From an optimization exercise on the open Yosys and OpenROAD flow, aimed at small area; shortcuts taken in it are not production practice.
Function was checked by simulation only, so behaviour that the tests miss may differ from the original.
Power is estimated from default activity; no workload was simulated.

===== design/flow/design.v =====
module synth #(
    parameter integer BITWIDTH    = 24,
    parameter integer FIXED_POINT = 8,
    parameter integer FREQ_WIDTH  = 16,
    parameter integer AMP_WIDTH   = 16,
    parameter integer NUM_UNITS   = 8
    )
    (
        input  wire                            aud_freq,  
        input  wire [NUM_UNITS-1:0]            trigger,
        output wire [NUM_UNITS-1:0]            ch_in_use,
        input  wire [FREQ_WIDTH*NUM_UNITS-1:0] vco_freq_in,
        input  wire [2*NUM_UNITS-1:0]          vco_wave_type,
        input  wire [FIXED_POINT*NUM_UNITS-1:0] vca_attack_in,
        input  wire [FIXED_POINT*NUM_UNITS-1:0] vca_decay_in,
        input  wire [FIXED_POINT*NUM_UNITS-1:0] vca_sustain_in,
        input  wire [FIXED_POINT*NUM_UNITS-1:0] vca_release_in,
        input  wire [AMP_WIDTH*NUM_UNITS-1:0]   amp_in_l,
        input  wire [AMP_WIDTH*NUM_UNITS-1:0]   amp_in_r,
        output wire i2s_mclk,
        output wire i2s_bclk,
        output wire i2s_lrck,
        output wire i2s_tx,
        input  wire ctl_clk,
        input  wire ctl_rst
    );
    reg       mcnt;
    reg       mclk_r;
    always @(posedge ctl_clk) begin
        if (!ctl_rst) begin
            mcnt   <= 1'b0;
            mclk_r <= 1'b0;
        end else if (!mcnt) begin
            mcnt   <= 1'b1;
        end else begin
            mcnt   <= 1'b0;
            mclk_r <= ~mclk_r;
        end
    end
    reg [3:0] bcnt;
    reg       bclk_r;
    wire      btog      = aud_freq ? (bcnt >= 4'd7) : (bcnt >= 4'd15);
    wire      bclk_rise = ctl_rst && btog && !bclk_r;
    wire      bclk_fall = ctl_rst && btog && bclk_r;
    always @(posedge ctl_clk) begin
        if (!ctl_rst) begin
            bcnt   <= 4'd0;
            bclk_r <= 1'b0;
        end else if (!btog) begin
            bcnt   <= bcnt + 4'd1;
        end else begin
            bcnt   <= 4'd0;
            bclk_r <= ~bclk_r;
        end
    end
    reg [9:0] acnt;
    reg       lrck_r;
    wire      atog   = aud_freq ? (acnt >= 10'd511) : (acnt == 10'd1023);
    wire      aud_en = ctl_rst && atog && !lrck_r;
    always @(posedge ctl_clk) begin
        if (!ctl_rst) begin
            acnt   <= 10'd0;
            lrck_r <= 1'b0;
        end else if (!atog) begin
            acnt   <= acnt + 10'd1;
        end else begin
            acnt   <= 10'd0;
            lrck_r <= ~lrck_r;
        end
    end
    reg ahold, arst;
    always @(posedge ctl_clk) begin
        if (!ctl_rst) begin
            arst  <= 1'b0;
            ahold <= 1'b1;
        end else begin
            if (!(lrck_r | ahold)) arst <= 1'b1;
            if (lrck_r) ahold <= 1'b0;
        end
    end
    reg bhold, brst;
    always @(posedge ctl_clk) begin
        if (!ctl_rst) begin
            brst  <= 1'b0;
            bhold <= 1'b1;
        end else begin
            if (!(bclk_r | bhold)) brst <= 1'b1;
            if (bclk_r) bhold <= 1'b0;
        end
    end
    assign i2s_mclk = mclk_r;
    assign i2s_bclk = bclk_r;
    assign i2s_lrck = lrck_r;
    reg       act;
    reg [5:0] u;
    reg [2:0] vi;
    always @(posedge ctl_clk) begin
        if (!ctl_rst) begin
            act <= 1'b0;
            u   <= 6'd0;
            vi  <= 3'd0;
        end else if (!act) begin
            u  <= 6'd0;
            vi <= 3'd0;
            if (!lrck_r && acnt == 10'd39) act <= 1'b1;
        end else if (u == 6'd48) begin
            u  <= 6'd0;
            vi <= vi + 3'd1;
            if (vi == 3'd7) act <= 1'b0;
        end else begin
            u <= u + 6'd1;
        end
    end
    wire p0  = act && (u == 6'd0);
    wire p24 = act && (u == 6'd24);
    wire p40 = act && (u == 6'd40);
    wire p48 = act && (u == 6'd48);
    reg  [8*27-1:0] ring_p;    
    reg  [8*16-1:0] ring_f;    
    reg  [8*21-1:0] ring_e;    
    reg  [8*27-1:0] ring_y0;   
    reg  [8*27-1:0] ring_y1;   
    wire [26:0] hp  = ring_p [8*27-1 -: 27];
    wire [15:0] hf  = ring_f [8*16-1 -: 16];
    wire [20:0] he  = ring_e [8*21-1 -: 21];
    wire [26:0] hy0 = ring_y0[8*27-1 -: 27];
    wire [26:0] hy1 = ring_y1[8*27-1 -: 27];
    wire [26:0] p_new;
    wire [20:0] e_new;
    wire [26:0] y_new;
    wire [15:0] f_live = vco_freq_in[16*vi +: 16];
    wire [26:0] in_p  = p48 ? (ahold ? 27'd0 : p_new)  : hp;
    wire [15:0] in_f  = p24 ? (ahold ? 16'd0 : f_live) : hf;
    wire [20:0] in_e  = p40 ? (ahold ? 21'd0 : e_new)  : he;
    wire [26:0] in_y0 = p0  ? (ahold ? 27'd0 : hy1)    : hy0;
    wire [26:0] in_y1 = p48 ? (ahold ? 27'd0 : y_new)  : hy1;
    always @(posedge ctl_clk) begin
        ring_p  <= {ring_p [7*27-1:0], in_p};
        ring_f  <= {ring_f [7*16-1:0], in_f};
        ring_e  <= {ring_e [7*21-1:0], in_e};
        ring_y0 <= {ring_y0[7*27-1:0], in_y0};
        ring_y1 <= {ring_y1[7*27-1:0], in_y1};
    end
    reg  [25:0] mq;
    reg  [25:0] acc;
    reg  [7:0]  lo;
    reg         sgn;
    reg  [25:0] w_mag;
    reg         w_neg;
    reg         w_addg;
    wire [1:0]  wt = vco_wave_type[2*vi +: 2];
    always @(*) begin
        w_addg = 1'b0;
        case (wt)
            2'd0: begin
                w_mag = 26'h1FFFFFF;
                w_neg = !hp[26];
            end
            2'd1: begin
                w_mag  = hp[26] ? hp[25:0] : ~hp[25:0];
                w_neg  = !hp[26];
                w_addg = hp[26];
            end
            2'd2: begin
                w_mag = {hp[24:0] ^ {25{~hp[25]}}, 1'b1};
                w_neg = (hp[26] == hp[25]);
            end
            default: begin
                w_mag = 26'd0;
                w_neg = 1'b0;
            end
        endcase
    end
    wire [7:0]  gain   = he[15:8];
    wire [3:0]  j      = u[3:0] - 4'd1;
    wire        ch_r   = (u >= 6'd17);
    wire        ampbit = ch_r ? amp_in_r[{vi, j}] : amp_in_l[{vi, j}];
    wire        mbit   = (u >= 6'd1 && u <= 6'd32) ? ampbit :
                         (u >= 6'd41 && u <= 6'd48) ? lo[0] : 1'b0;
    wire [25:0] ain    = (u == 6'd1 || u == 6'd17) ? 26'd0 : acc;
    wire [26:0] msum   = {1'b0, ain} + {1'b0, (mbit ? mq : 26'd0)};
    always @(posedge ctl_clk) begin
        if (p0) begin
            mq  <= hy0[25:0];
            sgn <= hy0[26];
        end else if (p40) begin
            mq  <= w_mag;
            sgn <= w_neg;
        end
        acc  <= p40 ? {18'd0, (w_addg ? gain : 8'd0)} : msum[26:1];
        lo   <= p40 ? gain : {msum[0], lo[7:1]};
    end
    assign y_new = {sgn, msum[26:1]};
    reg  [31:0] accl, accr;
    wire        clip  = |acc[25:23];
    wire [30:0] t31   = clip ? 31'h7FFFFFFF : {acc[22:0], lo};
    wire [31:0] base  = (vi == 3'd0) ? 32'd0 : ((u == 6'd33) ? accr : accl);
    wire [31:0] addv  = base + ({1'b0, t31} ^ {32{sgn}}) + {31'd0, sgn};
    always @(posedge ctl_clk) begin
        if (act && u == 6'd17) accl <= addv;
        if (act && u == 6'd33) accr <= addv;
    end
    reg         af_lat;
    always @(posedge ctl_clk) begin
        if (aud_en) af_lat <= aud_freq;
    end
    reg  [8:0]  rem;
    reg  [23:0] dq;
    reg         dneg;
    wire [15:0] absf = hf[15] ? (~hf + 16'd1) : hf;
    wire [9:0]  dvs  = af_lat ? 10'd375 : 10'd187;
    wire [9:0]  r2   = {rem, dq[23]};
    wire        qb   = (r2 >= dvs);
    wire [9:0]  r2s  = r2 - dvs;
    always @(posedge ctl_clk) begin
        if (p24) begin
            rem  <= {1'b0, absf[15:8]};
            dq   <= {absf[7:0], 16'd0};
            dneg <= hf[15];
        end else begin
            rem  <= qb ? r2s[8:0] : r2[8:0];
            dq   <= {dq[22:0], qb};
        end
    end
    wire [23:0] q     = {dq[22:0], qb};
    wire [26:0] g     = {q, 3'b000};
    wire [27:0] psum  = {1'b0, hp} + ({1'b0, g} ^ {28{dneg}}) + {27'd0, dneg};
    wire        pwrap = dneg ? psum[27] : (psum[27] | (&psum[26:0]));
    assign p_new = ((q == 24'd0) || pwrap) ? 27'd0 : psum[26:0];
    wire [2:0]  es   = he[20:18];
    wire [17:0] ec   = he[17:0];
    wire        trg  = trigger[vi];
    wire [7:0]  e_at = vca_attack_in [8*vi +: 8];
    wire [7:0]  e_de = vca_decay_in  [8*vi +: 8];
    wire [7:0]  e_su = vca_sustain_in[8*vi +: 8];
    wire [7:0]  e_re = vca_release_in[8*vi +: 8];
    wire        e_add = (es == 3'd1);
    wire [7:0]  e_x   = e_add ? e_at : ((es == 3'd2) ? e_de : e_re);
    wire [18:0] e_sum = {1'b0, ec} + {1'b0, {10'd0, e_x} ^ {18{~e_add}}} + {18'd0, e_add};
    reg  [2:0]  es_n;
    reg  [17:0] ec_n;
    always @(*) begin
        es_n = 3'd0;
        ec_n = 18'd0;
        case (es)
            3'd0: begin
                es_n = trg ? 3'd1 : 3'd0;
            end
            3'd1: begin
                if (e_sum[17:0] >= 18'd65535) begin
                    es_n = 3'd2;
                    ec_n = 18'd65535;
                end else begin
                    es_n = 3'd1;
                    ec_n = e_sum[17:0];
                end
            end
            3'd2: begin
                if (e_sum[18] && (e_sum[17:0] <= {2'b00, e_su, 8'd0})) begin
                    es_n = 3'd3;
                    ec_n = {2'b00, e_su, 8'd0};
                end else begin
                    es_n = 3'd2;
                    ec_n = e_sum[17:0];
                end
            end
            3'd3: begin
                es_n = trg ? 3'd3 : 3'd4;
                ec_n = ec;
            end
            3'd4: begin
                if (e_sum[18] && (e_sum[17:0] <= 18'd255)) begin
                    es_n = 3'd0;
                    ec_n = 18'd0;
                end else begin
                    es_n = 3'd4;
                    ec_n = e_sum[17:0];
                end
            end
            default: begin
                es_n = 3'd0;
                ec_n = 18'd0;
            end
        endcase
    end
    assign e_new = {es_n, ec_n};
    reg [7:0] used_next;
    reg [7:0] used;
    always @(posedge ctl_clk) begin
        if (p40) used_next[vi] <= (es_n != 3'd0);
        if (!arst) used <= 8'd0;
        else if (aud_en) used <= used_next;
    end
    assign ch_in_use = used;
    reg        chg_reg, aclk_chg;
    always @(posedge ctl_clk) begin
        if (!arst) begin
            chg_reg  <= 1'b0;
            aclk_chg <= 1'b0;
        end else if (bclk_rise) begin
            chg_reg  <= lrck_r;
            aclk_chg <= lrck_r ^ chg_reg;
        end
    end
    reg [31:0] wl;
    reg [24:0] wr;
    wire       wload = bclk_fall && aclk_chg && !lrck_r;
    always @(posedge ctl_clk) begin
        if (!brst) begin
            wl <= 32'd0;
            wr <= 25'd0;
        end else begin
            if (wload) begin
                wl <= {accl[31:8], 8'd0};
                wr <= {1'b0, accr[31:8]};
            end else begin
                if (bclk_fall) wl <= {wl[30:0], wl[31]};
                if (bclk_fall && lrck_r) wr <= {wr[23:0], 1'b0};
            end
        end
    end
    assign i2s_tx = lrck_r ? wr[24] : wl[31];
endmodule

===== design/flow/flow/run.sh =====
#!/bin/bash
# Layout: the standard flow (standard.sh) with two changes:
#  - synthesis: flow/my_synth.tcl wraps synth_recipe.tcl, changing only the
#    ABC mapping script; adders are left to ABC (no ADDER_MAP_FILE),
#  - port buffers: every input and output port still gets a buffer, made
#    from sky130_fd_sc_hd__buf_1.
set -euo pipefail
W=$(pwd)
export FLOW_WORK=$W
export BUFFER_PORTS_ARGS="-buffer_cell sky130_fd_sc_hd__buf_1"
sed -e "s#SYNTH_SCRIPT=[^ ]*synth_recipe.tcl#SYNTH_SCRIPT=$W/flow/my_synth.tcl ADDER_MAP_FILE=#" standard.sh > my_standard.sh
grep -q "my_synth.tcl" my_standard.sh
bash my_standard.sh > standard.log 2>&1

===== design/flow/flow/my_synth.tcl =====
# The standard flow's synthesis (synth_recipe.tcl, sourced below) with one change: ABC maps
# the combinational logic with yosys's default ABC script, without the flow's
# area/speed script, delay target or driver/load constraints. Registers and
# everything before and after ABC are as in the standard synthesis.
proc abc {args} {
  set out {}
  set skip 0
  foreach a $args {
    if {$skip} { set skip 0; continue }
    if {$a eq "-script" || $a eq "-D" || $a eq "-constr"} { set skip 1; continue }
    lappend out $a
  }
  yosys abc {*}$out
}
source $::env(FLOW_WORK)/synth_recipe.tcl

===== design/flow/standard.sh =====
#!/bin/bash
# synth_recipe.tcl (not shown) runs the flow's synth.tcl, then flattens the netlist and writes it again
# the make line also repeats each setting of config.mk as NAME=value (left out here)
make -C /OpenROAD-flow-scripts/flow DESIGN_CONFIG=/design/flow/config.mk WORK_HOME=/design/flow/orfs CLKGATE_MAP_FILE= SYNTH_SCRIPT=/design/flow/synth_recipe.tcl "${@:-finish}"

===== design/flow/config.mk =====
export PLATFORM = sky130hd
export DESIGN_NAME = synth
export DESIGN_NICKNAME = synth
export VERILOG_FILES = /design/flow/design.v
export SDC_FILE = /design/flow/constraint.sdc
export NUM_CORES = 4
export LEC_CHECK = 0
export CAP_MARGIN = 20
export CORE_MARGIN = 2
export CORE_UTILIZATION = 40
export CTS_CLUSTER_DIAMETER = 120
export CTS_CLUSTER_SIZE = 30
export SLEW_MARGIN = 20

===== design/flow/constraint.sdc =====
create_clock -name core_clock -period 20.0 [get_ports {ctl_clk}]
set_input_delay 4.0000 -clock core_clock [delete_from_list [all_inputs] [get_ports {ctl_clk}]]
set_output_delay 4.0000 -clock core_clock [all_outputs]
set_load 0.01 [all_outputs]

==> run summary, run 1 <==
synth cell count leaders dfxtp_1 (1110), nand2_1 (529), nor2_1 (355), a21oi_1 (260), o21ai_0 (242); Syn Area/Cell 10.7 µm²; Starting Density 0.403; Gates resized, CTS repair 0; RSZ-0062 raised after global routing false; Max Freq around 90 MHz; Tot Pwr ~3.7 mW; vias per cell 5.24; final setup TNS 0 ns; TritonCTS clock tree done; max_cap viols 0; P&R area growth vs syn 15.3%; P per Cell Area 80.0 nW/µm²; Num Clock Sinks 1211; setup ws final between 8 and 9 ns; synthesized net count ~4.4k; Tcrit/Tclk final 0.555; Async SR Flop Fraction 0; Slew HR 0.271; Yosys reg bits between 1k and 1.5k; pre-CTS setup slack between 8 and 9 ns; Total Routed Length between 100 and 150 mm; crit path kind input pin to register; Leakage 16.6 nW; final worst path period need about 11 ns; gpl congestion 1.02; post-synth top area cell dfxtp_1; Post-synth EDFFs a little over 100; pin count of the biggest net entering global routing between 50 and 60; gr usage total 0.255; wire per inst 22.9 µm; ANT nets after route 0; GR Overflow Total 0; count of final max-slew check failures 0; Synth Flop Type dfxtp_1; vias in the first global route 29.3k; layout cells sized above 1 0.0357; initial antenna violation count 30; measured slew at the worst slew-check pin around 1.1 ns; Syn. warnings 1; Seq/Total Area, Yosys 0.629; DIE AREA about 100000 µm²; dpl hpwl about 100 mm; VDD IR max between 0.00005 and 0.00006 V; Fin. Hold Viols 0; Worst Path Required 20.54 ns; biggest regs ring_p (216), ring_y0 (216), ring_y1 (216); DR iter-0 viols between 2k and 3k; Die H ~320 µm; startpoint types input pin; residual DRC count 0; synth unique cells 67; top-count cell post-synth dfxtp_1; CP Max Fanout 37; H-tree depth 2; first-pass GRT wire length about 190 mm; CORE AREA approximately 100000 µm²; hold buffer count at CTS 0; total CTS buffers 46; clock slew at reported path FFs 0.11 ns; cell count after synthesis 3751; clk root buf clkbuf_16; nets ~5.2k; WP data arrival about 12 ns; post-synthesis instance area roughly 40000 µm²; Max Clock Skew approximately 0.038 ns; hold crit path type register to register; Critical Path End Type register; Synth area leaders dfxtp_1 (55%), edfxtp_1 (7.6%), nand2_1 (4.9%); vias about 30k; PortBufs slightly below 700; router iterations before antenna repair 7; post-synth top area share 0.554; post-CTS setup buffers 0; Final setup viols 0; I/O pin count around 680; Row Count around 120; worst skew pair latency ~0.64 ns; status finished clean; Die X roughly 320 µm; CTS Buffer Depth 3
logic make-up (layout without fill, tap and decap cells):
logic type / Yosys count / in the layout / share of synthesized area
mux: 50 / 50 / 0.0191
simple gates: 1186 / 1186 / 0.128
xor+xnor: 279 / 279 / 0.0609
buf+inv: 47 / 861 / 0.00440
fa+ha+maj: 7 / 7 / 0.00175
compound gates: 971 / 971 / 0.157
flops: 1211 / 1211 / 0.629
other cells: 0 / 19 / 0
where the power goes:
| part | switching [mW] | leakage [nW] | internal [mW] |
|---|---|---|---|
| combinational | 0.0664 | 6.12 | 0.0528 |
| sequential | 0.00119 | 9.86 | 2.44 |
| clock | 0.697 | 0.615 | 0.442 |
| total | 0.765 | 16.6 | 2.94 |
final timing paths:
kind,cells past startpoint,start,endpoint,slack [ns]
setup / recovery,28,amp_in_l[108],ring_y1[24],8.89
setup reg to reg,30,u[0],ring_y1[24],9.72
hold / removal,0,ring_e[138],ring_e[159],0.31
hold reg to reg,0,ring_e[138],ring_e[159],0.31
layout make-up:
| class | count | area (µm²) |
|---|---|---|
| fillers | 9580 | 53400 |
| flip-flops and latches | 1211 | 25300 |
| multi-input cells | 2493 | 14800 |
| repair buffers | 747 | 3060 |
| well taps | 1298 | 1620 |
| clock buffers | 65 | 1240 |
| inverters | 47 | 176 |
| diodes | 19 | 47.5 |
| clock inverters | 2 | 28.8 |
per-layer routing:
metal / part of all wire / GRT usage
met5: 0.00049 / 0
met4: 0.031 / 0.0765
met3: 0.053 / 0.0329
met2: 0.45 / 0.407
met1: 0.47 / 0.361
cells in the final DEF, fill, tap and decap left out, drive strengths merged, types with 9 or more instances in the layout:
cell,Yosys,routed
a211oi,18,18
a21o,12,12
a21oi,260,260
a221oi,12,12
a222oi,49,49
a22o,75,75
a22oi,24,24
a31oi,47,47
a32o,19,19
a32oi,16,16
and2,60,60
and3,20,20
buf,0,747
clkbuf,0,65
clkinv,47,47
dfxtp,1110,1110
diode,0,19
edfxtp,101,101
mux2i,25,25
mux4,21,21
nand2,529,529
nand2b,26,26
nand3,52,52
nand4,9,9
nor2,355,355
nor2b,18,18
nor3,49,49
nor4,20,20
o211ai,32,32
o21a,9,9
o21ai,242,242
o221ai,11,11
o22ai,70,70
o31ai,11,11
or2,13,13
or3,11,11
xnor2,144,144
xor2,135,135
per-stage QoR:
stage | cells | area (µm²) | util | hold slack, ns
after global routing | 5878 | 46300 | 0.464 | 0.316
after global placement | 5796 | 44900 | 0.451 | 0.310
after floorplan | 3751 | 40100 | - | 0.310
final | 5882 | 46300 | 0.464 | 0.307
after CTS | 5863 | 46200 | 0.464 | 0.313
after detailed placement | 5796 | 44900 | 0.451 | 0.312
worst max-delay path: stages:
cell,delay (ns)
buf_1,0.09
nand3_1,0.18
a32o_1,0.34
a2111oi_0,0.62
a311oi_1,0.10
a31oi_1,0.20
o22ai_1,0.09
and2_0,0.19
o31ai_4,0.24
buf_4,0.41
nand4_1,0.25
maj3_1,0.45
maj3_1,0.40
nor2b_1,0.18
o21a_1,0.17
o21a_1,0.16
o21a_1,0.17
o311a_1,0.21
o2111ai_1,0.21
a211oi_1,0.50
o21ai_0,0.22
a211oi_1,0.60
o211ai_1,0.22
a2111oi_0,0.58
o2111a_1,0.31
o21ai_0,0.14
and3_1,0.22
o31ai_1,0.17
==> inputs of run 2 (changes only) <==
--- a/design/flow/design.v
+++ b/design/flow/design.v
@@ -285,10 +285,12 @@
     end
     assign e_new = {es_n, ec_n};
-    reg [7:0] used_next;
     reg [7:0] used;
+    integer   k;
     always @(posedge ctl_clk) begin
-        if (p40) used_next[vi] <= (es_n != 3'd0);
         if (!arst) used <= 8'd0;
-        else if (aud_en) used <= used_next;
+        else if (aud_en) begin
+            for (k = 0; k < 8; k = k + 1)
+                used[(14 - k) % 8] <= (ring_e[21*k+18 +: 3] != 3'd0);
+        end
     end
     assign ch_in_use = used;
--- a/design/flow/config.mk
+++ b/design/flow/config.mk
@@ -8,6 +8,6 @@
 export CAP_MARGIN = 20
 export CORE_MARGIN = 2
-export CORE_UTILIZATION = 40
-export CTS_CLUSTER_DIAMETER = 120
-export CTS_CLUSTER_SIZE = 30
+export CORE_UTILIZATION = 55
+export CTS_CLUSTER_DIAMETER = 100
+export CTS_CLUSTER_SIZE = 24
 export SLEW_MARGIN = 20
==> run summary, run 2 <==
PortBufs 678 (unchanged); RSZ-0062 raised after global routing false; Syn. warnings 1 (unchanged); post-synthesis mux area share 0.0180 (-0.00112); synth unique cells 68 (+1.5%); WP data arrival 10.92 ns (-0.72 ns); xor/xnor cell area share of the yosys netlist 0.0611 (+0.000208); Total Routed Length 133 mm (-1.5%); Die X 274 µm (-15%); vias in the first global route 29.7k (+1.4%); Die H 274 µm (-15%); initial antenna violation count 39 (+30%); first-pass GRT wire length 190 mm (-2.3%); status finished clean; ANT nets after route 0 (unchanged); CTS Buffer Depth 3 (unchanged); gr usage total 0.343 (+0.0885); commonest non-fill, non-tap cell in the layout dfxtp_1; Fillers 5894 (-38%); crit path kind input pin to register; Reg2Reg Depth 28 (-6.7%); biggest regs ring_p (216), ring_y0 (216), ring_y1 (216); Gates resized, CTS repair 0 (unchanged); router iterations before antenna repair 8 (+1); P&R area growth vs syn 14.9%; CORE AREA 71700 µm² (-28%); P per Cell Area 82.6 nW/µm² (+3.3%); pin count of the biggest net entering global routing 87 (+58%); post-synth top area share 0.556 (+0.00189); H-tree depth 2 (unchanged); Synth Area in Adders 0.00175 (+0.00000595); Tot Pwr 3.80 mW (+2.6%); cell count after synthesis 3698 (-1.4%); Max Clock Skew 0.0365 ns (-0.00186 ns); combinational family with the most area after synthesis compound AO/OA/AOI/OAI gates; startpoint types input pin; vias 32.0k (+4.0%); VDD IR max 0.000130 V (+130%); Num Clock Sinks 1203 (-0.66%); Post-synth EDFFs 93 (-7.9%); hold crit path type register to register; setup ws final 9.61 ns (+0.722 ns); final worst path period need 10.39 ns (-0.722 ns); hold_ws 0.301 ns (-0.00606 ns); WHS Path Cells 0 (unchanged); final setup TNS 0 ns (unchanged); max_cap viols 0 (unchanged); Synth area leaders dfxtp_1 (56%), edfxtp_1 (7.0%), nand2_1 (4.8%); Leakage 16.8 nW (+0.95%); clock slew at reported path FFs 0.09 ns (-0.02 ns); post-synth top area cell dfxtp_1; most frequent cells in the layout dfxtp_1 (1107), buf_1 (678), nand2_1 (505); gpl congestion 1.13 (+10%); vias per cell 5.83 (+11%); Fin. Hold Viols 0 (unchanged); TritonCTS clock tree done; dpl hpwl 100 mm (-2.1%); synth cell count leaders dfxtp_1 (1110), nand2_1 (508), nor2_1 (280), o21ai_0 (253), a21oi_1 (213); cell total after placement 5391 (-7.0%); GR Overflow Total 0 (unchanged); Syn Area/Cell 10.8 µm² (+1.1%); residual DRC count 0 (unchanged); post-CTS setup buffers 0 (unchanged); Row Count 98 (-16%); Yosys reg bits 1203 (-0.66%); DIE AREA 74900 µm² (-27%); measured slew at the worst slew-check pin 1.23 ns (+0.138 ns); Max Freq 96.3 MHz (+6.9%); compound-cell area share of the yosys netlist 0.163 (+0.00648); Slew HR 0.182 (-0.0891); Async SR Flop Fraction 0 (unchanged); Synth Area in Simple Gates 0.126 (-0.00191); Finished Layout Cells 5494 (-6.6%); hold buffer count at CTS 0 (unchanged); Synth Flop Type dfxtp_1; top-count cell post-synth dfxtp_1; total CTS buffers 56 (+22%); count of final max-slew check failures 0 (unchanged); Starting Density 0.558 (+0.155); Tcrit/Tclk final 0.519 (-0.0361); DR iter-0 viols 3290 (+26%); layout cells sized above 1 0.0392 (+0.00344); nets 5166 (-0.90%); synthesized net count 4365 (-1.2%); worst skew pair latency 0.66 ns (+0.02 ns); pre-CTS setup slack 9.29 ns (+0.931 ns); CP Max Fanout 5 (-86%); Worst Path Required 20.54 ns (about the same); Seq/Total Area, Yosys 0.625 (-0.00386); wire per inst 24.1 µm (+5.5%); post-synthesis instance area 40000 µm² (-0.34%); Final setup viols 0 (unchanged); Critical Path End Type register; I/O pin count 679 (unchanged); clk root buf clkbuf_16
==> run 2: cell types whose count changed after synthesis, moves of 11 or more <==
cell / previous run / this run
nor2_1: 355 / 280
a31oi_1: 47 / 60
o32a_1: 7 / 20
a21oi_1: 260 / 213
a22oi_1: 24 / 8
xnor2_1: 144 / 130
nand2_1: 529 / 508
o21ai_0: 242 / 253
xor2_1: 135 / 149
a21boi_0: 2 / 14
nor3_1: 49 / 71
==> run 2: cells by family (layout without fill, tap and decap cells) <==
group / after synthesis / after routing
simple gates: 1133 / 1133
compound gates: 984 / 984
other cells: 0 / 23
mux: 43 / 43
buf+inv: 49 / 872
xor+xnor: 279 / 279
fa+ha+maj: 7 / 7
flops: 1203 / 1203
==> run 2: final timing paths <==
path / startpoint / endpoint / slack [ns]
worst max-delay path: amp_in_r[31] / ring_y1[24] / 9.61
worst min-delay path: ring_y1[113] / ring_y1[140] / 0.30
worst min register to register: ring_y1[113] / ring_y1[140] / 0.30
worst max register to register: u[0] / ring_y1[24] / 10.60
==> run 2: where the power goes <==
part           total, mW  internal, mW  switching [mW]
Sequential          2.42          2.42         0.00124
Combinational      0.128        0.0540          0.0744
Clock               1.25         0.528           0.718
Total               3.80          3.00           0.793
==> run 2: layout make-up <==
type | instances | area [µm²] | area share
antenna | 23 | 57.6 | 0.00125
clock buffer | 75 | 1490 | 0.0325
clock inverter | 5 | 72.6 | 0.00158
inverter | 49 | 184 | 0.00400
multi-input combinational | 2446 | 14900 | 0.324
sequential | 1203 | 25000 | 0.544
tap | 950 | 1190 | 0.0259
timing repair buffer | 743 | 3040 | 0.0661
==> run 2: per-stage QoR <==
stage / area (µm²) / util
finish: 46000 / 0.641
global route: 45900 / 0.640
CTS: 45900 / 0.640
detailed placement: 44300 / 0.618
global placement: 44300 / 0.618
floorplan: 40000 / -
==> run 2: critical path, cell delays in order <==
cell,delay [ns]
buf_1,0.38
a21boi_0,0.25
a211o_1,0.33
o221ai_1,0.15
a21oi_1,0.17
nor4_1,0.49
a221oi_1,0.33
nor4b_1,0.69
maj3_1,0.33
and2_0,0.19
o21ai_0,0.11
a21boi_0,0.26
o21a_1,0.17
o21ai_0,0.10
a311oi_1,0.45
o311a_1,0.35
o2111ai_1,0.18
a31oi_1,0.38
o2111ai_1,0.21
a311oi_1,0.44
o2111a_1,0.30
o21ai_0,0.17
a21o_1,0.21
a32o_1,0.25
==> run 2: layer usage <==
layer,track usage,up-vias,share of wire
li1,-,15000,-
met1,0.475,15300,0.44
met2,0.509,1490,0.43
met3,0.0914,286,0.090
met4,0.141,6,0.044
met5,0.0128,-,0.0012
==> inputs of run 3 (changes only) <==
--- a/design/flow/config.mk
+++ b/design/flow/config.mk
@@ -8,5 +8,5 @@
 export CAP_MARGIN = 20
 export CORE_MARGIN = 2
-export CORE_UTILIZATION = 55
+export CORE_UTILIZATION = 40
 export CTS_CLUSTER_DIAMETER = 100
 export CTS_CLUSTER_SIZE = 24
==> run summary, run 3 <==
worst skew pair latency 0.66 ns (about the same); final worst path period need 10.26 ns (-0.131 ns); nets 5171 (+0.097%); Synth area leaders dfxtp_1 (56%), edfxtp_1 (7.0%), nand2_1 (4.8%); post-synthesis instance area 40000 µm² (unchanged); clock network fraction of design power 0.327 (about the same); Max Freq 97.5 MHz (+1.3%); Reg power frac 0.638 (about the same); router iterations before antenna repair 10 (+2); post-synth top area share 0.556 (unchanged); total CTS buffers 56 (unchanged); clk root buf clkbuf_16; Async SR Flop Fraction 0 (unchanged); Yosys reg bits 1203 (unchanged); dpl hpwl 112 mm (+12%); count of final max-slew check failures 0 (unchanged); CP Depth 25 (+4.2%); Max Clock Skew 0.0410 ns (+0.00449 ns); vias per cell 5.38 (-7.7%); most frequent cells in the layout dfxtp_1 (1107), buf_1 (678), nand2_1 (504); layout cells sized above 1 0.0413 (+0.00218); GRT Max-Usage Layer met2; synth unique cells 68 (unchanged); Final setup viols 0 (unchanged); Row Count 115 (+17%); TritonCTS clock tree done; WHS Path Cells 0 (unchanged); cell total after placement 5733 (+6.3%); final setup TNS 0 ns (unchanged); WP data arrival 10.81 ns (-0.11 ns); net switching power 0.798 mW (+0.64%); P per Cell Area 81.8 nW/µm² (-1.0%); global-route met2 utilization 0.428 (-0.0807); biggest regs ring_p (216), ring_y0 (216), ring_y1 (216); status finished clean; Slowest-stage cell, CP nor4b_1; Finished Layout Cells 5839 (+6.3%); residual DRC count 0 (unchanged); Fin. Hold Viols 0 (unchanged); fin area 46400 µm² (+0.98%); top-count cell post-synth dfxtp_1; commonest non-fill, non-tap cell in the layout dfxtp_1; Num Clock Sinks 1203 (unchanged); Die X 320 µm (+17%); Total Routed Length 145 mm (+9.5%); CP most frequent cell o21ai_0; Tcrit/Tclk final 0.513 (-0.00653); initial antenna violation count 35 (-10%); CTS Buffer Depth 3 (unchanged); RSZ-0062 raised after global routing false; internal power 3.00 mW (-0.24%); Syn Area/Cell 10.8 µm² (unchanged); startpoint types input pin; Worst Path Required 20.55 ns (about the same); pin count of the biggest net entering global routing 70 (-20%); hold crit path type register to register; Net Sw Frac 0.210 (+0.00145); GR Overflow Total 0 (unchanged); clock slew at reported path FFs 0.10 ns (about the same); setup ws final 9.74 ns (+0.131 ns); CP Max Fanout 5 (unchanged); pre-CTS setup slack 9.18 ns (-0.112 ns); R2R setup slack 10.74 ns (+0.14 ns); Post-synth EDFFs 93 (unchanged); I/O pin count 679 (unchanged); Synth Flop Type dfxtp_1; wire per inst 24.8 µm (+3.0%); M3 GR Usage 0.0439 (-0.0475); VDD IR max 0.0000713 V (-45%); Leakage 16.8 nW (+0.14%); Syn. warnings 1 (unchanged); synthesized net count 4365 (unchanged); vias in the first global route 29.8k (+0.25%); post-CTS setup buffers 0 (unchanged); gpl congestion 1.08 (-3.9%); vias 31.4k (-1.9%); Critical Path End Type register; measured slew at the worst slew-check pin 1.26 ns (+0.0292 ns); cell count after synthesis 3698 (unchanged); Die H 320 µm (+17%); crit path kind input pin to register; M1 GR Usage 0.391 (-0.0844); hold buffer count at CTS 0 (unchanged); Placed Area 44800 µm² (+1.0%); synth cell count leaders dfxtp_1 (1110), nand2_1 (508), nor2_1 (280), o21ai_0 (253), a21oi_1 (213); gr usage total 0.276 (-0.0672); CORE AREA 98700 µm² (+38%); PortBufs 678 (unchanged); Gates resized, CTS repair 0 (unchanged); post-synth top area cell dfxtp_1; fraction of power consumed by combinational cells 0.034 (about the same); Starting Density 0.405 (-0.152); Slew HR 0.160 (-0.0221); max_cap viols 0 (unchanged); DIE AREA 103000 µm² (+37%); first-pass GRT wire length 207 mm (+8.9%); hold_ws 0.315 ns (+0.0137 ns); Seq/Total Area, Yosys 0.625 (unchanged); largest delay contributor family on the critical path compound AO/OA/AOI/OAI gates; H-tree depth 2 (unchanged); Max stage delay on crit path 0.67 ns (-0.02 ns); P&R area growth vs syn 16.0%; ANT nets after route 0 (unchanged); Critical path buffers and inverters 1 (unchanged); Reg2Reg Depth 28 (unchanged); DR iter-0 viols 2604 (-21%)
==> run 3: cell counts after synthesis <==
No cell type changed its count.
==> run 3: routing by layer <==
metal	share of wire	wire length, µm
met1	0.46	67400
met2	0.44	63500
met3	0.062	9040
met4	0.036	5210
met5	0	0
==> run 3: layout make-up <==
class,count,area [µm²]
Clock inverter,7,86.3
Timing Repair Buffer,748,3080
Tap cell,1287,1610
Antenna cell,27,67.6
Fill cell,9453,52300
Multi-Input combinational cell,2446,14900
Sequential cell,1203,25000
Clock buffer,72,1460
Inverter,49,184
==> run 3: power groups by stage <==
stage | Sequential, mW | Combinational (mW) | Clock (mW)
6_report | 2.42 | 0.131 | 1.24
3_3_place_gp | 2.48 | 0.126 | 0
2_1_floorplan | 2.48 | 0.0398 | 0
3_5_place_dp | 2.48 | 0.125 | 0
5_1_grt | 2.42 | 0.138 | 1.36
4_1_cts | 2.42 | 0.126 | 1.28
==> run 3: final timing paths <==
check | start | endpoint
worst min-delay path | ring_y0[81] | ring_y0[108]
worst max-delay path | amp_in_l[76] | ring_y1[24]
worst max register to register | u[0] | ring_y1[24]
worst min register to register | ring_y0[81] | ring_y0[108]
==> run 3: through the flow <==
step	power [mW]	utilization
after floorplan	2.52	-
after global placement	2.60	0.454
after detailed placement	2.60	0.454
after CTS	3.82	0.469
after global routing	3.93	0.470
final	3.79	0.470
==> run 3: cells by family (layout without fill, tap and decap cells) <==
kind of cell | count (synthesis) | after routing | synth area share
AOI/OAI and AO/OA | 984 | 984 | 0.163
adders and majority gates | 7 | 7 | 0.00175
xor gates and xnor gates | 279 | 279 | 0.0611
and+or+nand+nor | 1133 | 1133 | 0.126
DFF | 1203 | 1203 | 0.625
buffers and inverters | 49 | 876 | 0.00460
other | 0 | 27 | 0
muxes | 43 | 43 | 0.0180
==> inputs of run 4 (changes only) <==
--- a/design/flow/design.v
+++ b/design/flow/design.v
@@ -112,6 +112,8 @@
         end
     end
+    wire [7:0] voh = 8'd1 << vi;    
+    integer    av;
     wire p0  = act && (u == 6'd0);
-    wire p24 = act && (u == 6'd24);
+    wire p16 = act && (u == 6'd16);
     wire p40 = act && (u == 6'd40);
     wire p48 = act && (u == 6'd48);
@@ -129,7 +131,7 @@
     wire [20:0] e_new;
     wire [26:0] y_new;
-    wire [15:0] f_live = vco_freq_in[16*vi +: 16];
-    wire [26:0] in_p  = p48 ? (ahold ? 27'd0 : p_new)  : hp;
-    wire [15:0] in_f  = p24 ? (ahold ? 16'd0 : f_live) : hf;
+    reg  [15:0] f_live;
+    wire [26:0] in_p  = p40 ? (ahold ? 27'd0 : p_new)  : hp;
+    wire [15:0] in_f  = p16 ? (ahold ? 16'd0 : f_live) : hf;
     wire [20:0] in_e  = p40 ? (ahold ? 21'd0 : e_new)  : he;
     wire [26:0] in_y0 = p0  ? (ahold ? 27'd0 : hy1)    : hy0;
@@ -149,5 +151,5 @@
     reg         w_neg;
     reg         w_addg;
-    wire [1:0]  wt = vco_wave_type[2*vi +: 2];
+    reg  [1:0]  wt;
     always @(*) begin
         w_addg = 1'b0;
@@ -173,11 +175,53 @@
     end
     wire [7:0]  gain   = he[15:8];
-    wire [3:0]  j      = u[3:0] - 4'd1;
-    wire        ch_r   = (u >= 6'd17);
-    wire        ampbit = ch_r ? amp_in_r[{vi, j}] : amp_in_l[{vi, j}];
-    wire        mbit   = (u >= 6'd1 && u <= 6'd32) ? ampbit :
+    wire        sel_acc = act && (u == 6'd17 || u == 6'd34);
+    wire        sel_p   = p40;
+    wire        ch_r   = (u >= 6'd18);
+    wire [3:0]  j      = ch_r ? (u[3:0] - 4'd2) : (u[3:0] - 4'd1);
+    reg  [15:0] amp_l_v, amp_r_v;
+    always @(*) begin
+        amp_l_v = 16'd0;
+        amp_r_v = 16'd0;
+        for (av = 0; av < 8; av = av + 1) begin
+            amp_l_v = amp_l_v | (amp_in_l[16*av +: 16] & {16{voh[av]}});
+            amp_r_v = amp_r_v | (amp_in_r[16*av +: 16] & {16{voh[av]}});
+        end
+    end
+    always @(*) begin
+        f_live = 16'd0;
+        wt     = 2'd0;
+        trg    = 1'b0;
+        e_at   = 8'd0;
+        e_de   = 8'd0;
+        e_su   = 8'd0;
+        e_re   = 8'd0;
+        for (av = 0; av < 8; av = av + 1) begin
+            f_live = f_live | (vco_freq_in   [16*av +: 16] & {16{voh[av]}});
+            wt     = wt     | (vco_wave_type [2*av +: 2]   & {2{voh[av]}});
+            trg    = trg    | (trigger[av] & voh[av]);
+            e_at   = e_at   | (vca_attack_in [8*av +: 8]   & {8{voh[av]}});
+            e_de   = e_de   | (vca_decay_in  [8*av +: 8]   & {8{voh[av]}});
+            e_su   = e_su   | (vca_sustain_in[8*av +: 8]   & {8{voh[av]}});
+            e_re   = e_re   | (vca_release_in[8*av +: 8]   & {8{voh[av]}});
+        end
+    end
+    wire [15:0] amp_v  = ch_r ? amp_r_v : amp_l_v;
+    wire        ampbit = amp_v[j];
+    wire        mbit   = ((u >= 6'd1 && u <= 6'd16) || (u >= 6'd18 && u <= 6'd33)) ? ampbit :
                          (u >= 6'd41 && u <= 6'd48) ? lo[0] : 1'b0;
-    wire [25:0] ain    = (u == 6'd1 || u == 6'd17) ? 26'd0 : acc;
-    wire [26:0] msum   = {1'b0, ain} + {1'b0, (mbit ? mq : 26'd0)};
+    wire [25:0] ain    = (u == 6'd1 || u == 6'd18) ? 26'd0 : acc;
+    wire [31:0] base;
+    wire [30:0] t31;
+    wire [23:0] q;
+    wire        dneg_w;
+    wire [26:0] g      = {q, 3'b000};
+    wire [31:0] op_a   = sel_acc ? base :
+                         sel_p   ? {5'd0, hp} : {6'd0, ain};
+    wire [31:0] op_b   = sel_acc ? ({1'b0, t31} ^ {32{sgn}}) :
+                         sel_p   ? {4'd0, {1'b0, g} ^ {28{dneg_w}}} :
+                                   {6'd0, (mbit ? mq : 26'd0)};
+    wire        op_c   = sel_acc ? sgn : (sel_p ? dneg_w : 1'b0);
+    wire [31:0] sum    = op_a + op_b + {31'd0, op_c};
+    wire [26:0] msum   = sum[26:0];
     always @(posedge ctl_clk) begin
         if (p0) begin
@@ -194,10 +238,9 @@
     reg  [31:0] accl, accr;
     wire        clip  = |acc[25:23];
-    wire [30:0] t31   = clip ? 31'h7FFFFFFF : {acc[22:0], lo};
-    wire [31:0] base  = (vi == 3'd0) ? 32'd0 : ((u == 6'd33) ? accr : accl);
-    wire [31:0] addv  = base + ({1'b0, t31} ^ {32{sgn}}) + {31'd0, sgn};
+    assign      t31   = clip ? 31'h7FFFFFFF : {acc[22:0], lo};
+    assign      base  = (vi == 3'd0) ? 32'd0 : ((u == 6'd34) ? accr : accl);
     always @(posedge ctl_clk) begin
-        if (act && u == 6'd17) accl <= addv;
-        if (act && u == 6'd33) accr <= addv;
+        if (act && u == 6'd17) accl <= sum;
+        if (act && u == 6'd34) accr <= sum;
     end
     reg         af_lat;
@@ -214,5 +257,5 @@
     wire [9:0]  r2s  = r2 - dvs;
     always @(posedge ctl_clk) begin
-        if (p24) begin
+        if (p16) begin
             rem  <= {1'b0, absf[15:8]};
             dq   <= {absf[7:0], 16'd0};
@@ -223,16 +266,16 @@
         end
     end
-    wire [23:0] q     = {dq[22:0], qb};
-    wire [26:0] g     = {q, 3'b000};
-    wire [27:0] psum  = {1'b0, hp} + ({1'b0, g} ^ {28{dneg}}) + {27'd0, dneg};
+    assign q      = {dq[22:0], qb};
+    assign dneg_w = dneg;
+    wire [27:0] psum  = sum[27:0];
     wire        pwrap = dneg ? psum[27] : (psum[27] | (&psum[26:0]));
     assign p_new = ((q == 24'd0) || pwrap) ? 27'd0 : psum[26:0];
     wire [2:0]  es   = he[20:18];
     wire [17:0] ec   = he[17:0];
-    wire        trg  = trigger[vi];
-    wire [7:0]  e_at = vca_attack_in [8*vi +: 8];
-    wire [7:0]  e_de = vca_decay_in  [8*vi +: 8];
-    wire [7:0]  e_su = vca_sustain_in[8*vi +: 8];
-    wire [7:0]  e_re = vca_release_in[8*vi +: 8];
+    reg         trg;
+    reg  [7:0]  e_at;
+    reg  [7:0]  e_de;
+    reg  [7:0]  e_su;
+    reg  [7:0]  e_re;
     wire        e_add = (es == 3'd1);
     wire [7:0]  e_x   = e_add ? e_at : ((es == 3'd2) ? e_de : e_re);
==> run summary, run 4 <==
count of final max-slew check failures 0 (unchanged); router iterations before antenna repair 11 (+1); clk root buf clkbuf_16; worst flop-to-flop path startpoint vi[1]; r2r endpoint ring_p[10]; P per Cell Area 85.4 nW/µm² (+4.5%); synth cell count leaders dfxtp_1 (1110), nand2_1 (412), o21ai_0 (231), nor2_1 (197), a21oi_1 (145); Slowest-stage cell, CP a2111oi_1; R2R setup slack 9.49 ns (-1.25 ns); DR iter-0 viols 3654 (+40%); Syn Area/Cell 11.4 µm² (+5.5%); Fin. Hold Viols 0 (unchanged); VDD IR max 0.0000777 V (+9.1%); initial antenna violation count 23 (-34%); WHS Path Cells 0 (unchanged); vias in the first global route 28.2k (-5.1%); H-tree depth 2 (unchanged); post-CTS setup buffers 0 (unchanged); post-synth top area share 0.584 (+0.0289); max_cap viols 0 (unchanged); WP data arrival 12.84 ns (+2.03 ns); Tcrit/Tclk final 0.616 (+0.103); CP most frequent cell a311oi_1; Hold Path Origin ring_e[69]; status finished clean; Num Clock Sinks 1203 (unchanged); biggest regs ring_p (216), ring_y0 (216), ring_y1 (216); net switching power 0.791 mW (-0.91%); vias 30.2k (-3.9%); layout cells sized above 1 0.0368 (-0.00454); measured slew at the worst slew-check pin 1.30 ns (+0.0397 ns); area of the multi-input gates 12900 µm² (-13%); Syn. warnings 1 (unchanged); total CTS buffers 56 (unchanged); most frequent cells in the layout dfxtp_1 (1109), buf_1 (678), nand2_1 (409); post-synthesis instance area 38000 µm² (-4.9%); P&R area growth vs syn 16.7%; Tot Pwr 3.79 mW (-0.10%); Synth Area in Simple Gates 0.115 (-0.0107); Layout Utilization 0.469 (-0.00116); synthesized net count 4000 (-8.4%); GR Overflow Total 0 (unchanged); hold buffer count at CTS 0 (unchanged); compound-cell area share of the yosys netlist 0.176 (+0.0127); Synth Area in Adders 0.00105 (-0.000699); dpl hpwl 110 mm (-1.0%); fraction of power consumed by combinational cells 0.030 (-0.004); storage element area 25000 µm² (about the same); Starting Density 0.402 (-0.00325); Async SR Flop Fraction 0 (unchanged); worst skew pair latency 0.66 ns (about the same); Synth Flop Type dfxtp_1; Synth area leaders dfxtp_1 (58%), edfxtp_1 (7.3%), nand2_1 (4.1%); commonest non-fill, non-tap cell in the layout dfxtp_1; I/O pin count 679 (unchanged); Max Clock Skew 0.0307 ns (-0.0103 ns); Die X 312 µm (-2.5%); hold crit path type register to register; post-synth top area cell dfxtp_1; Gates resized, CTS repair 0 (unchanged); wire per inst 27.0 µm (+8.7%); DIE AREA 97500 µm² (-4.9%); top-count cell post-synth dfxtp_1; gpl congestion 0.949 (-12%); Fillers 9049 (-4.3%); nets 4804 (-7.1%); CTS Buffer Depth 3 (unchanged); xor/xnor cell area share of the yosys netlist 0.0363 (-0.0248); first-pass GRT wire length 206 mm (-0.41%); combinational family with the most area after synthesis compound AO/OA/AOI/OAI gates; gr usage total 0.291 (+0.0153); TritonCTS clock tree done; CP Max Fanout 26 (+21); PortBufs 678 (unchanged); clock network fraction of design power 0.330 (+0.003); final worst path period need 12.32 ns (+2.06 ns); Net Sw Frac 0.209 (-0.00170); WHS Endpoint ring_e[90]; Total Routed Length 147 mm (+1.2%); internal power 3.00 mW (+0.11%); crit path kind input pin to register; Slew HR 0.136 (-0.0239); pin count of the biggest net entering global routing 83 (+19%); final setup TNS 0 ns (unchanged); clock slew at reported path FFs 0.09 ns (about the same); Final setup viols 0 (unchanged); Reg2Reg Depth 31 (+11%); Post-synth EDFFs 93 (unchanged); RSZ-0062 raised after global routing false; Row Count 113 (-1.7%); synth unique cells 65 (-4.4%); Leakage 16.2 nW (-3.4%); Worst Path Required 20.52 ns (-0.03 ns); Die H 312 µm (-2.5%); cell count after synthesis 3333 (-9.9%); Reg power frac 0.639 (about the same); post-synthesis mux area share 0.00898 (-0.00903); Yosys reg bits 1203 (unchanged); CORE AREA 94600 µm² (-4.2%); startpoint types input pin; vias per cell 5.56 (+3.3%); Max stage delay on crit path 1.04 ns (+0.37 ns); Critical Path End Type register; ANT nets after route 0 (unchanged); Max Freq 81.2 MHz (-17%); Seq/Total Area, Yosys 0.658 (+0.0325); residual DRC count 0 (unchanged)
[run 4: cell count changes after synthesis, sizes merged, moves of 23 or more]
cell    before  now
o22a         6   29
xnor2      130   62
xor2       149   93
nor2       280  197
o21a         8   35
nand3       45   83
and2        56   33
a221oi      19   57
mux4        23    0
nand2      508  412
a21oi      213  145
a222oi      50  129
o22ai       73    8
[run 4: worst max path at each step]
stage                             to  cells past startpoint  slack (ns)     startpoint
after CTS                 ring_p[10]                     30        7.98  amp_in_l[125]
after global placement    ring_p[10]                     30        7.45  amp_in_l[125]
final                     ring_p[10]                     30        7.68  amp_in_l[125]
after global routing      ring_p[10]                     30        7.10  amp_in_l[125]
after detailed placement  ring_p[12]                     30        7.32  amp_in_l[125]
after floorplan           ring_p[10]                     27        6.63          vi[1]
[run 4: final cells by class]
type | count | area share
Antenna cell | 9 | 0.000508
Clock buffer | 76 | 0.0340
Clock inverter | 4 | 0.00138
Inverter | 46 | 0.00389
Multi-Input combinational cell | 2084 | 0.292
Sequential cell | 1203 | 0.564
Tap cell | 1265 | 0.0357
Timing Repair Buffer | 746 | 0.0691
[run 4: power groups by stage]
stage               Combinational [mW]  Clock [mW]  Sequential, mW
detailed placement               0.111           0            2.48
global placement                 0.112           0            2.48
finish                           0.115        1.25            2.42
floorplan                       0.0253           0            2.48
CTS                              0.112        1.28            2.42
global route                     0.121        1.37            2.42
[run 4: through the flow]
stage | worst slack (ns) | instances | hold WS, ns | area [µm²]
5_1_grt | 7.10 | 5431 | 0.320 | 44400
3_5_place_dp | 7.32 | 5343 | 0.312 | 42800
3_3_place_gp | 7.45 | 5343 | 0.310 | 42800
6_report | 7.68 | 5433 | 0.316 | 44400
2_1_floorplan | 6.63 | 3333 | 0.310 | 38000
4_1_cts | 7.98 | 5423 | 0.313 | 44300
[run 4: critical path: cells and delay by family]
family          cells  cell delay [ns]
buf+inv             3             0.70
simple gates        4             0.78
compound gates     22             6.97
xor+xnor            1             0.35
[run 4: cells by family (layout without fill, tap and decap cells)]
| logic type | Yosys count | after routing |
|---|---|---|
| flops | 1203 | 1203 |
| xor+xnor | 156 | 156 |
| simple gates | 956 | 956 |
| other cells | 0 | 9 |
| fa+ha+maj | 4 | 4 |
| compound gates | 934 | 934 |
| buf+inv | 46 | 872 |
| mux | 34 | 34 |
[run 4: per-layer routing]
metal / share of wire / wire [µm] / vias up / GRT usage
met5: 0.00046 / 67 / - / 0
met4: 0.027 / 3900 / 10 / 0.0774
met3: 0.067 / 9860 / 191 / 0.0352
met2: 0.43 / 63400 / 1271 / 0.445
met1: 0.47 / 69600 / 14700 / 0.435
li1: - / - / 14000 / -
==> inputs of run 5 (changes only) <==
--- a/design/flow/flow/run.sh
+++ b/design/flow/flow/run.sh
@@ -2,5 +2,6 @@
 # Layout: the standard flow (standard.sh) with two changes:
 #  - synthesis: flow/my_synth.tcl wraps synth_recipe.tcl, changing only the
-#    ABC mapping script; adders are left to ABC (no ADDER_MAP_FILE),
+#    ABC mapping script (flow/amap.abc); adders are left to ABC (no
+#    ADDER_MAP_FILE),
 #  - port buffers: every input and output port still gets a buffer, made
 #    from sky130_fd_sc_hd__buf_1.
==> design/flow/flow/amap.abc (new file) <==
strash
&get -n
&fraig -x
&put
scorr
dc2
strash
dch -f
amap -m
==> design/flow/flow/my_synth.tcl (replaced) <==
# The standard flow's synthesis (synth_recipe.tcl, sourced below) with one change: ABC maps
# the combinational logic with flow/amap.abc (area-oriented amap mapping),
# without the flow's area/speed script, delay target or driver/load
# constraints. Registers and everything before and after ABC are as in the
# standard synthesis.
proc abc {args} {
  set out [list -script $::env(FLOW_WORK)/flow/amap.abc]
  set skip 0
  foreach a $args {
    if {$skip} { set skip 0; continue }
    if {$a eq "-script" || $a eq "-D" || $a eq "-constr"} { set skip 1; continue }
    lappend out $a
  }
  yosys abc {*}$out
}
source $::env(FLOW_WORK)/synth_recipe.tcl
==> run summary, run 5 <==
status finished clean; gr usage total 0.270 (-0.0212); top-count cell post-synth dfxtp_1; PortBufs 678 (unchanged); Synth Area in Adders 0 (-0.00105); setup ws final 6.65 ns (-1.04 ns); Synth Area in Simple Gates 0.0909 (-0.0243); synth cell count leaders dfxtp_1 (1110), nor2_1 (303), nand2_1 (271), clkinv_1 (210), o22ai_1 (201); max_cap viols 0 (unchanged); count of final max-slew check failures 0 (unchanged); Worst Path Required 20.56 ns (+0.04 ns); Leakage 15.3 nW (-5.7%); post-synth top area share 0.599 (+0.0142); Synth area leaders dfxtp_1 (60%), edfxtp_1 (7.5%), o22ai_1 (3.4%); router iterations before antenna repair 9 (-2); I/O pin count 679 (unchanged); metal2 WL 60.0 mm (-5.3%); startpoint types input pin; CTS Buffer Depth 3 (unchanged); clock slew at reported path FFs 0.10 ns (about the same); Seq/Total Area, Yosys 0.674 (+0.0160); most frequent cells in the layout dfxtp_1 (1110), buf_1 (678), nor2_1 (295); Post-synth EDFFs 93 (unchanged); CORE AREA 91800 µm² (-2.9%); vias per cell 5.59 (+0.67%); P per Cell Area 90.2 nW/µm² (+5.6%); hold buffer count at CTS 0 (unchanged); routed length on met3 10.4 mm (+5.6%); compound-cell area share of the yosys netlist 0.213 (+0.0374); Yosys reg bits 1203 (unchanged); Final setup viols 0 (unchanged); Layout Utilization 0.473 (+0.00432); residual DRC count 0 (unchanged); synthesized net count 3984 (-0.40%); Synth Flop Type dfxtp_1; synth unique cells 49 (-25%); Tcrit/Tclk final 0.668 (+0.0518); Row Count 111 (-1.8%); WP data arrival 13.91 ns (+1.07 ns); DRT met1 WL 56.7 mm (-18%); hold crit path type register to register; RSZ-0062 raised after global routing false; initial antenna violation count 22 (-4.3%); fin area 43500 µm² (-2.1%); cell count after synthesis 3317 (-0.48%); largest delay contributor family on the critical path compound AO/OA/AOI/OAI gates; Total Routed Length 133 mm (-9.4%); pin count of the biggest net entering global routing 104 (+25%); Placed Area 41900 µm² (-2.1%); final worst path period need 13.35 ns (+1.04 ns); measured slew at the worst slew-check pin 1.12 ns (-0.174 ns); Syn. warnings 1 (unchanged); Die H 309 µm (-1.2%); Async SR Flop Fraction 0 (unchanged); first-pass GRT wire length 189 mm (-8.1%); dpl hpwl 98.1 mm (-11%); post-synth top area cell dfxtp_1; commonest non-fill, non-tap cell in the layout dfxtp_1; TritonCTS clock tree done; post-CTS setup buffers 0 (unchanged); clk root buf clkbuf_16; H-tree depth 2 (unchanged); Critical path buffers and inverters 4 (+1); Max Freq 74.9 MHz (-7.8%); DR iter-0 viols 3286 (-10%); ANT nets after route 0 (unchanged); Num Clock Sinks 1203 (unchanged); total CTS buffers 56 (unchanged); DIE AREA 95300 µm² (-2.3%); wire per inst 24.7 µm (-8.7%); Slowest-stage cell, CP buf_1; Max stage delay on crit path 0.50 ns (-0.54 ns); biggest regs ring_p (216), ring_y0 (216), ring_y1 (216); gpl congestion 1.02 (+7.8%); pre-CTS setup slack 6.53 ns (-0.785 ns); Fillers 8650 (-4.4%); Starting Density 0.404 (+0.00237); post-synthesis instance area 37100 µm² (-2.4%); layout cells sized above 1 0.0365 (-0.000305); P&R area growth vs syn 17.1%; crit path kind input pin to register; vias in the first global route 28.2k (-0.20%); Syn Area/Cell 11.2 µm² (-1.9%); CP Max Fanout 26 (unchanged); Max Used Layer met5; vias 30.2k (-0.086%); GR Overflow Total 0 (unchanged); Fin. Hold Viols 0 (unchanged); post-synthesis mux area share 0.000303 (-0.00868); Critical Path End Type register; Die X 309 µm (-1.2%); Slew HR 0.250 (+0.114); Max Clock Skew 0.0236 ns (-0.00708 ns); worst skew pair latency 0.64 ns (-0.02 ns); Gates resized, CTS repair 0 (unchanged); xor/xnor cell area share of the yosys netlist 0.000236 (-0.0361); nets 4785 (-0.40%); VDD IR max 0.0000713 V (-8.3%); final setup TNS 0 ns (unchanged); combinational family with the most area after synthesis compound AO/OA/AOI/OAI gates; hold_ws 0.318 ns (+0.00185 ns)
-- run 5: cell count changes in the layout (fill, tap and decap cells not counted), moves of 52 or more --
cell | previous run | this run
o22ai_1 | 8 | 201
clkinv_1 | 45 | 208
nand2_1 | 409 | 271
nor2_1 | 195 | 295
xor2_1 | 93 | 1
a22oi_1 | 27 | 110
xnor2_1 | 62 | 0
a22o_1 | 89 | 37
-- run 5: cells by family after synthesis --
kind of cell,after synthesis
flops,1203
compound gates,1117
simple gates,785
buf+inv,210
xor+xnor,1
mux,1
-- run 5: layer usage --
metal,track usage,up-vias
met2,0.435,1374
met4,0.110,10
met5,0,-
li1,-,14100
met1,0.356,14400
met3,0.0541,221
-- run 5: worst reg2reg max path: cells and delay by family (launching register included) --
family,cells,cell delay (ns)
buffers and inverters,6,2.06
and+or+nand+nor,21,3.14
AOI/OAI and AO/OA,30,5.82
DFF,1,0.52
-- run 5: worst paths after layout --
check / startpoint / end / slack, ns / cells past startpoint
setup / recovery: amp_in_r[81] / ring_p[13] / 6.65 / 51
hold / removal: ring_p[187] / ring_p[214] / 0.32 / 0
hold reg to reg: ring_p[187] / ring_p[214] / 0.32 / 0
setup reg to reg: vi[1] / ring_p[13] / 8.39 / 57
-- run 5: where the power goes --
part	internal [mW]	switching [mW]	leakage (nW)	total, mW
clock	0.525	0.711	0.747	1.24
sequential	2.46	0.0319	9.85	2.49
combinational	0.0831	0.113	4.69	0.196
total	3.06	0.855	15.3	3.92
-- run 5: area by class of cell --
| cell class | count | area, µm² | share of cell area |
|---|---|---|---|
| clock buffer | 74 | 1490 | 0.0343 |
| inverter | 210 | 788 | 0.0181 |
| clock inverter | 5 | 45.0 | 0.00104 |
| timing repair buffer | 743 | 3080 | 0.0708 |
| tap | 1243 | 1560 | 0.0358 |
| multi-input combinational | 1904 | 11500 | 0.264 |
| sequential | 1203 | 25000 | 0.576 |
| antenna | 10 | 25.0 | 0.000576 |
-- run 5: metrics by stage --
stage | instances | total power, mW
2_1_floorplan | 3317 | 2.63
3_3_place_gp | 5302 | 2.73
3_5_place_dp | 5302 | 2.73
4_1_cts | 5381 | 3.95
5_1_grt | 5387 | 4.07
6_report | 5392 | 3.92
==> inputs of run 6 (changes only) <==
--- a/design/flow/design.v
+++ b/design/flow/design.v
@@ -79,14 +79,4 @@
         end
     end
-    reg bhold, brst;
-    always @(posedge ctl_clk) begin
-        if (!ctl_rst) begin
-            brst  <= 1'b0;
-            bhold <= 1'b1;
-        end else begin
-            if (!(bclk_r | bhold)) brst <= 1'b1;
-            if (bclk_r) bhold <= 1'b0;
-        end
-    end
     assign i2s_mclk = mclk_r;
     assign i2s_bclk = bclk_r;
@@ -112,5 +102,5 @@
         end
     end
-    wire [7:0] voh = 8'd1 << vi;    
+    wire [7:0] voh = ahold ? 8'd0 : (8'd1 << vi);
     integer    av;
     wire p0  = act && (u == 6'd0);
@@ -132,6 +122,6 @@
     wire [26:0] y_new;
     reg  [15:0] f_live;
-    wire [26:0] in_p  = p40 ? (ahold ? 27'd0 : p_new)  : hp;
-    wire [15:0] in_f  = p16 ? (ahold ? 16'd0 : f_live) : hf;
+    wire [26:0] in_p  = p40 ? p_new  : hp;
+    wire [15:0] in_f  = p16 ? f_live : hf;
     wire [20:0] in_e  = p40 ? (ahold ? 21'd0 : e_new)  : he;
     wire [26:0] in_y0 = p0  ? (ahold ? 27'd0 : hy1)    : hy0;
@@ -270,5 +260,5 @@
     wire [27:0] psum  = sum[27:0];
     wire        pwrap = dneg ? psum[27] : (psum[27] | (&psum[26:0]));
-    assign p_new = ((q == 24'd0) || pwrap) ? 27'd0 : psum[26:0];
+    assign p_new = (ahold || (q == 24'd0) || pwrap) ? 27'd0 : psum[26:0];
     wire [2:0]  es   = he[20:18];
     wire [17:0] ec   = he[17:0];
@@ -350,19 +340,17 @@
     reg [31:0] wl;
     reg [24:0] wr;
+    reg        wvalid;
     wire       wload = bclk_fall && aclk_chg && !lrck_r;
     always @(posedge ctl_clk) begin
-        if (!brst) begin
-            wl <= 32'd0;
-            wr <= 25'd0;
+        if (wload) begin
+            wl <= {accl[31:8], 8'd0};
+            wr <= {1'b0, accr[31:8]};
         end else begin
-            if (wload) begin
-                wl <= {accl[31:8], 8'd0};
-                wr <= {1'b0, accr[31:8]};
-            end else begin
-                if (bclk_fall) wl <= {wl[30:0], wl[31]};
-                if (bclk_fall && lrck_r) wr <= {wr[23:0], 1'b0};
-            end
+            if (bclk_fall) wl <= {wl[30:0], wl[31]};
+            if (bclk_fall && lrck_r) wr <= {wr[23:0], 1'b0};
         end
+        if (!arst) wvalid <= 1'b0;
+        else if (wload) wvalid <= 1'b1;
     end
-    assign i2s_tx = lrck_r ? wr[24] : wl[31];
+    assign i2s_tx = wvalid && (lrck_r ? wr[24] : wl[31]);
 endmodule
--- a/design/flow/config.mk
+++ b/design/flow/config.mk
@@ -6,8 +6,8 @@
 export NUM_CORES = 4
 export LEC_CHECK = 0
-export CAP_MARGIN = 20
+export CAP_MARGIN = 5
 export CORE_MARGIN = 2
 export CORE_UTILIZATION = 40
 export CTS_CLUSTER_DIAMETER = 100
 export CTS_CLUSTER_SIZE = 24
-export SLEW_MARGIN = 20
+export SLEW_MARGIN = 5
==> run summary, run 6 <==
Critical path buffers and inverters 5 (+1); Yosys reg bits 1202 (-0.083%); CP Max Fanout 27 (+3.8%); Seq/Total Area, Yosys 0.687 (+0.0135); Async SR Flop Fraction 0 (unchanged); Hold Path Origin ring_p[71]; CTS Buffer Depth 3 (unchanged); max_cap viols 0 (unchanged); WHS Path Cells 0 (unchanged); DR iter-0 viols 3764 (+15%); post-synthesis instance area 37100 µm² (-0.16%); fin area 43500 µm² (about the same); TritonCTS clock tree done; crit path kind input pin to register; nets 4609 (-3.7%); measured slew at the worst slew-check pin 1.26 ns (+0.138 ns); hold_ws 0.294 ns (-0.0235 ns); Tcrit/Tclk final 0.667 (-0.00107); Worst Path Required 20.52 ns (-0.04 ns); clock slew at reported path FFs 0.09 ns (about the same); startpoint types input pin; GR Overflow Total 0 (unchanged); top-count cell post-synth dfxtp_1; Starting Density 0.404 (-0.000654); WHS Endpoint ring_p[98]; ANT nets after route 0 (unchanged); Max Freq 75.0 MHz (+0.16%); Critical Path End Type register; Slowest-stage cell, CP o41ai_1; cell count after synthesis 3139 (-5.4%); VDD IR max 0.0000679 V (-4.8%); I/O pin count 679 (unchanged); RSZ-0062 raised after global routing false; Synth Flop Type dfxtp_1; post-synth top area share 0.573 (-0.0255); residual DRC count 0 (unchanged); worst skew pair latency 0.67 ns (+0.03 ns); Die H 308 µm (about the same); r2r endpoint ring_p[15]; Tot Pwr 3.94 mW (+0.42%); vias per cell 5.73 (+2.3%); R2R setup slack 7.03 ns (-1.36 ns); PortBufs 678 (unchanged); biggest regs ring_p (216), ring_y0 (216), ring_y1 (216); P&R area growth vs syn 17.2%; synth unique cells 51 (+4.1%); dpl hpwl 105 mm (+6.8%); worst flop-to-flop path startpoint u[1]; layout cells sized above 1 0.0391 (+0.00261); Max Clock Skew 0.0470 ns (+0.0234 ns); WP data arrival 13.85 ns (-0.06 ns); post-CTS setup buffers 0 (unchanged); vias 30.0k (-0.72%); Placed Area 41800 µm² (-0.17%); CORE AREA 91800 µm² (unchanged); Reg2Reg Depth 57 (unchanged); Syn Area/Cell 11.8 µm² (+5.5%); synthesized net count 3806 (-4.5%); total CTS buffers 56 (unchanged); hold buffer count at CTS 0 (unchanged); first-pass GRT wire length 200 mm (+5.6%); post-synth top area cell dfxtp_1; count of final max-slew check failures 0 (unchanged); router iterations before antenna repair 10 (+1); gr usage total 0.294 (+0.0239); Synth area leaders dfxtp_1 (57%), edfxtp_1 (11%), a222oi_1 (4.2%); pin count of the biggest net entering global routing 116 (+12%); P per Cell Area 90.6 nW/µm² (+0.43%); Max stage delay on crit path 0.82 ns (+0.32 ns); DIE AREA 95100 µm² (-0.16%); largest delay contributor family on the critical path compound AO/OA/AOI/OAI gates; Final setup viols 0 (unchanged); Syn. warnings 1 (unchanged); Fin. Hold Viols 0 (unchanged); hold crit path type register to register; clk root buf clkbuf_16; final worst path period need 13.33 ns (-0.0213 ns); CP most frequent cell a31oi_1; Num Clock Sinks 1202 (-0.083%); Slew HR 0.159 (-0.0902); status finished clean; H-tree depth 2 (unchanged); initial antenna violation count 38 (+73%); Post-synth EDFFs 141 (+52%); wire per inst 27.6 µm (+12%); synth cell count leaders dfxtp_1 (1061), nor2_1 (325), clkinv_1 (224), nand2_1 (201), a222oi_1 (155); Die X 308 µm (about the same); vias in the first global route 27.5k (-2.3%); Total Routed Length 144 mm (+8.4%); commonest non-fill, non-tap cell in the layout dfxtp_1; Leakage 15.2 nW (-0.89%); Gates resized, CTS repair 0 (unchanged); most frequent cells in the layout dfxtp_1 (1061), buf_1 (678), nor2_1 (311); gpl congestion 1.00 (-2.3%); Row Count 111 (unchanged); final setup TNS 0 ns (unchanged)
-- run 6: worst max path at each step --
stage                             from         end  slack (ns)  cells after the start
after floorplan                   u[5]   ring_p[0]        3.80                     39
after global placement    amp_in_l[18]  ring_p[10]        6.11                     47
after detailed placement  amp_in_l[18]   ring_p[9]        6.29                     48
after CTS                  amp_in_r[1]   ring_p[9]        6.91                     53
after global routing       amp_in_r[1]   ring_p[5]        6.02                     53
final                     amp_in_l[19]  ring_p[15]        6.67                     47
-- run 6: cell type report --
type                    instances  area, µm²
inverters                     224        841
fillers                      8515      48300
multi-input cells            1713      10900
diodes                         23       57.6
flip-flops and latches       1202      25500
well taps                    1243       1560
clock buffers                  77       1520
clock inverters                 4       71.3
repair buffers                745       3060
-- run 6: stage by stage --
step           setup slack, ns  utilization  instances
2_1_floorplan             3.80            -       3139
3_3_place_gp              6.11        0.455       5126
3_5_place_dp              6.29        0.455       5126
4_1_cts                   6.91        0.473       5207
5_1_grt                   6.02        0.473       5219
6_report                  6.67        0.473       5231
-- run 6: per-layer routing --
metal | track usage | wire length [µm] | share of wire
met1 | 0.406 | 62800 | 0.44
met5 | 0 | 60 | 0.00042
met4 | 0.126 | 6140 | 0.043
met2 | 0.427 | 60300 | 0.42
met3 | 0.0866 | 14900 | 0.10
-- run 6: cells by family (layout without fill, tap and decap cells) --
family,count (synthesis),in the layout,synth area share
AO/OA/AOI/OAI,1012,1012,0.209
XOR/XNOR,2,2,0.000473
buffers and inverters,224,1050,0.0227
flip-flops,1202,1202,0.687
multiplexers,2,2,0.000574
other,0,23,0
AND/OR/NAND/NOR,697,697,0.0799
-- run 6: where the power goes --
part	internal, mW	switching [mW]
Sequential	2.47	0.0294
Combinational	0.0655	0.104
Clock	0.548	0.723
Total	3.08	0.857

-- separate check: timing with driven ports --
No port has a modelled driver above. Below, the same layouts with a new extraction and two added sets of constraints.
Step 1 assumes that a clkbuf_16 drives the clock port and a buf_2 every other input.
Step 2 adds t to the input delays and takes it off the output delays; t is the mean of the earliest and latest rising clock arrival at the registers after step 1. Input paths then give back, and output paths get back, about the clock's delay inside the block.
a / b / c = ideal / step 1 / step 2; a / b = the first two.
| run | t (ns) | setup slack, ns | worst setup path after step 2 | clock arrival spread, ns |
|---|---|---|---|---|
| run 1 | 0.696 | 8.892 / 8.942 / 8.246 | input to register | 0.040 / 0.040 |
| run 2 | 0.718 | 9.614 / 9.649 / 8.932 | input to register | 0.041 / 0.041 |
| run 3 | 0.709 | 9.744 / 9.789 / 9.081 | input to register | 0.044 / 0.043 |
| run 4 | 0.721 | 7.681 / 7.738 / 7.017 | input to register | 0.036 / 0.036 |
| run 5 | 0.697 | 6.645 / 6.692 / 5.995 | input to register | 0.031 / 0.032 |
| run 6 | 0.718 | 6.667 / 6.696 / 5.978 | input to register | 0.049 / 0.048 |
After both steps every run listed still meets setup and hold. For run 6, which loses most, drivers alone change the setup slack by +0.029 ns; drivers and shift together by -0.689 ns.
